From an optimization exercise on the open Yosys and OpenROAD flow, aimed at small area, a short achievable clock period and few clock cycles; shortcuts taken in it are not production practice. At most, simulation tests tie the RTL to the original design; equivalence was not proved.

==> build 60: inputs <==
// alu
module alu #(
    parameter INT_W  = 4,
    parameter FRAC_W = 6,
    parameter INST_W = 4,
    parameter DATA_W = INT_W + FRAC_W
)(
    input                     i_clk,
    input                     i_rst_n,
    input                     i_valid,
    input signed [DATA_W-1:0] i_data_a,
    input signed [DATA_W-1:0] i_data_b,
    input        [INST_W-1:0] i_inst,
    output                    o_valid,
    output       [DATA_W-1:0] o_data
);
export LEC_CHECK = 0
export CAP_MARGIN = 20
export CORE_MARGIN = 2
export CORE_UTILIZATION = 40
export SETUP_SLACK_MARGIN = 2.5
export SLEW_MARGIN = 20
create_clock -name core_clock -period 9.0 [get_ports {i_clk}]
standard.sh (not shown) runs the stock make flow with config.mk's settings and CLKGATE_MAP_FILE= SYNTH_SCRIPT=/design/flow/synth_recipe.tcl, a recipe that flattens the netlist after the stock synthesis.
==> flow/flow/run.sh <==
#!/bin/bash
# The standard layout, except that the input and output ports are buffered
# with buf_2 cells (buffer_ports otherwise picks a slow delay buffer).
set -euo pipefail
bash standard.sh "BUFFER_PORTS_ARGS=-buffer_cell sky130_fd_sc_hd__buf_2" finish > standard_flow.log 2>&1
==> trial 74: changes against build 60 <==
==> flow/run.sh (new file) <==
#!/bin/bash
# synth_recipe.tcl (not shown) runs the flow's synth.tcl, then flattens the netlist and writes it again
# the make line also repeats each setting of config.mk as NAME=value (left out here)
make -C /OpenROAD-flow-scripts/flow DESIGN_CONFIG=/design/flow/config.mk WORK_HOME=/design/flow/orfs CLKGATE_MAP_FILE= SYNTH_SCRIPT=/design/flow/synth_recipe.tcl finish
SETUP_SLACK_MARGIN = 4   (was 2.5)
removed: flow/flow/run.sh
removed: flow/standard.sh
==> build 63: changes against build 60 <==
ABC_AREA = 1   (was not set)
SETUP_SLACK_MARGIN = 3.5   (was 2.5)
==> out/metrics.cfg <==
[worst_setup_path]
critPathCaptureType = output port
cp_num_cells = 11
startpoint_type = flop
ff2ff_setup_slack_ns = 5.19
crit_path_end = o_data[5]

[place]
place_inst = 849
dp_hpwl_um = 12600
gp_routability_congestion = 1.00

[die]
die_x_um = 124
start_util_pct = 41.3

[global_routing]
grt_pass1_wl_um = 26400
grt_use_met2_pct = 36.3

[status]
status = no timing/DRC/antenna violations

Source of the figures above: build 60

==> out/metrics.cfg <==
[status]
status = no timing/DRC/antenna violations

[place]
place_inst = 1034
dp_hpwl_um = 13900
gp_routability_congestion = 0.972

[worst_setup_path]
startpoint_type = input pin
crit_path_end = x_r[2]
ff2ff_setup_slack_ns = 6.25

[die]
die_x_um = 126
start_util_pct = 41.0

[global_routing]
grt_use_met2_pct = 35.5
grt_pass1_wl_um = 27500

Source of the figures above: build 63

==> out/metrics.cfg <==
[global_routing]
grt_use_met2_pct = 44.1
grt_pass1_wl_um = 29800

[worst_setup_path]
crit_path_end = o_data[7]
ff2ff_setup_slack_ns = 5.36
critPathCaptureType = output port
startpoint_type = flop

[die]
die_x_um = 124

[place]
place_inst = 855
dp_hpwl_um = 13200
gp_routability_congestion = 0.888

[status]
status = no timing/DRC/antenna violations

Source of the figures above: trial 74

Testbench counts of build 60, summed over its fixed seeds: cycles 24,000.
Testbench counts of trial 74, summed over its fixed seeds: cycles 24,000.
Testbench counts of build 63, summed over its fixed seeds: cycles 24,000.


==> build 31: inputs <==
alu, a different RTL version from the one above (not shown whole).
Settings: LEC_CHECK=0, ABC_AREA=1, CAP_MARGIN=20, CORE_MARGIN=2, CORE_UTILIZATION=40, SETUP_SLACK_MARGIN=4.0, SLEW_MARGIN=20; clock period 9.0 ns.
==> flow/flow/run.sh <==
#!/bin/bash
# The standard layout, except that the input and output ports are buffered
# with buf_2 cells (buffer_ports otherwise picks a slow delay buffer).
set -euo pipefail
bash standard.sh "BUFFER_PORTS_ARGS=-buffer_cell sky130_fd_sc_hd__buf_2" finish > standard_flow.log 2>&1
==> build 93: changes against build 31 <==
--- a/flow/design.v
+++ b/flow/design.v
@@ -229,15 +229,16 @@
 end
 always @(posedge i_clk) begin
     p_r <= p;
     q_r <= q;
     c_r <= c;
 end
-wire [13:0] xrow = {{4{x_r[9]}}, x_r};
+wire [13:0] xrow = {4'b0000, ~x_r[9], x_r[8:0]};
 wire [13:0] xs = p_r ^ q_r ^ xrow;
 wire [13:0] xc = (p_r & q_r) | (p_r & xrow) | (q_r & xrow);
 wire [14:0] sum = {xs, 1'b1} + {xc[12:0], 1'b0, c_r};
-wire [13:0] S = sum[14:1];
-wire        ovf = ~(&S[13:9] | ~|S[13:9]);
+wire [13:0] U = sum[14:1];
+wire        neg = U[13];                   
+wire        big = !U[13] && |U[12:10];      
 assign o_valid = o_valid_r;
-assign o_data  = ovf ? {S[13], {9{~S[13]}}} : S[9:0];
+assign o_data  = {neg | (!big & ~U[9]), {9{!neg}} & ({9{big}} | U[8:0])};
 endmodule
SETUP_SLACK_MARGIN = 3.5   (was 4.0)
==> trial 69: changes against build 31 <==
SETUP_SLACK_MARGIN = 4.5   (was 4.0)
==> trial 84: changes against build 31 <==
ABC_AREA = not set   (was 1)
SETUP_SLACK_MARGIN = 3.5   (was 4.0)
==> results_dict.tcl <==
set metrics [dict create \
    regArea_um2 836 \
    status "finished clean" \
    setup_ws_ns 4.22 \
    post_cts_resized 0 \
    preCtsSetupSlack_ns 4.04 \
    finalCritPeriodShare_pct 53.1 \
]
(the above is from build 93)
==> results_dict.tcl <==
set metrics [dict create \
    finalCritPeriodShare_pct 59.5 \
    post_cts_resized 3 \
    fp.coreArea_um2 14500 \
    avgViaCountPerCell 5.76 \
    clk_latency_ns 0.29 \
    preCtsSetupSlack_ns 3.60 \
    regArea_um2 837 \
    setup_ws_ns 3.64 \
    status "finished clean" \
    drc 0 \
]
(the above is from trial 84)
==> results_dict.tcl <==
set metrics [dict create \
    status "finished clean" \
    finalCritPeriodShare_pct 50.6 \
    preCtsSetupSlack_ns 4.35 \
    multi_input_area_um2 4900 \
    crit_path_start "x_r[4]" \
    clkCellAreaFrac_pct 1.96 \
    clkTransAtPathRegs_ns 0.06 \
    regArea_um2 837 \
    setup_ws_ns 4.45 \
    synthArstFlopShare_pct 28.2 \
    post_cts_resized 70 \
]
(the above is from trial 69)
==> results_dict.tcl <==
set metrics [dict create \
    vias 5525 \
    post_cts_resized 0 \
    avgViaCountPerCell 5.10 \
    preCtsSetupSlack_ns 4.38 \
    finalCritPeriodShare_pct 52.5 \
    setup_ws_ns 4.27 \
    m1WireLength_um 8140 \
    status "finished clean" \
    ant_nets 0 \
    regArea_um2 836 \
]
(the above is from build 31)
Function was not checked in any run of this note: the RTL went through the layout flow alone.

## separate check: timing with driven ports
The flow's constraints put no driver on any port. The routed layouts listed below were extracted and timed again, unchanged, in two steps.
Step 1: set_driving_cell puts a clkbuf_16 on i_clk and a buf_2 on each other input, an assumption about the parent block.
Step 2 adds t to the input delays and takes it off the output delays; t is the mean of the earliest and latest rising clock arrival at the registers after step 1. Input paths then give back, and output paths get back, about the clock's delay inside the block.
a / b / c = ideal / step 1 / step 2; a / b = the first two.
| run | t, ns | slack for setup (ns) | worst setup path after step 2 | cell pins on the clock port's net |
|---|---|---|---|---|
| build 60 | 0.313 | 3.270 / 3.235 / 3.219 | input to register | 1 |
| trial 74 | 0.310 | 3.814 / 3.780 / 3.680 | input to register | 1 |
| build 63 | 0.309 | 3.656 / 3.667 / 3.358 | input to register | 1 |
| build 31 | 0.317 | 4.273 / 4.238 / 4.339 | input to register | 1 |
| build 93 | 0.315 | 4.217 / 4.181 / 4.028 | input to register | 1 |
| trial 69 | 0.315 | 4.446 / 4.411 / 4.384 | input to register | 1 |
| trial 84 | 0.317 | 3.645 / 3.611 / 3.928 | register to output | 1 |
After both steps setup and hold are still met in every run listed. The setup slack of build 63, which loses most, moves by +0.011 ns with the drivers and by -0.298 ns with both steps.
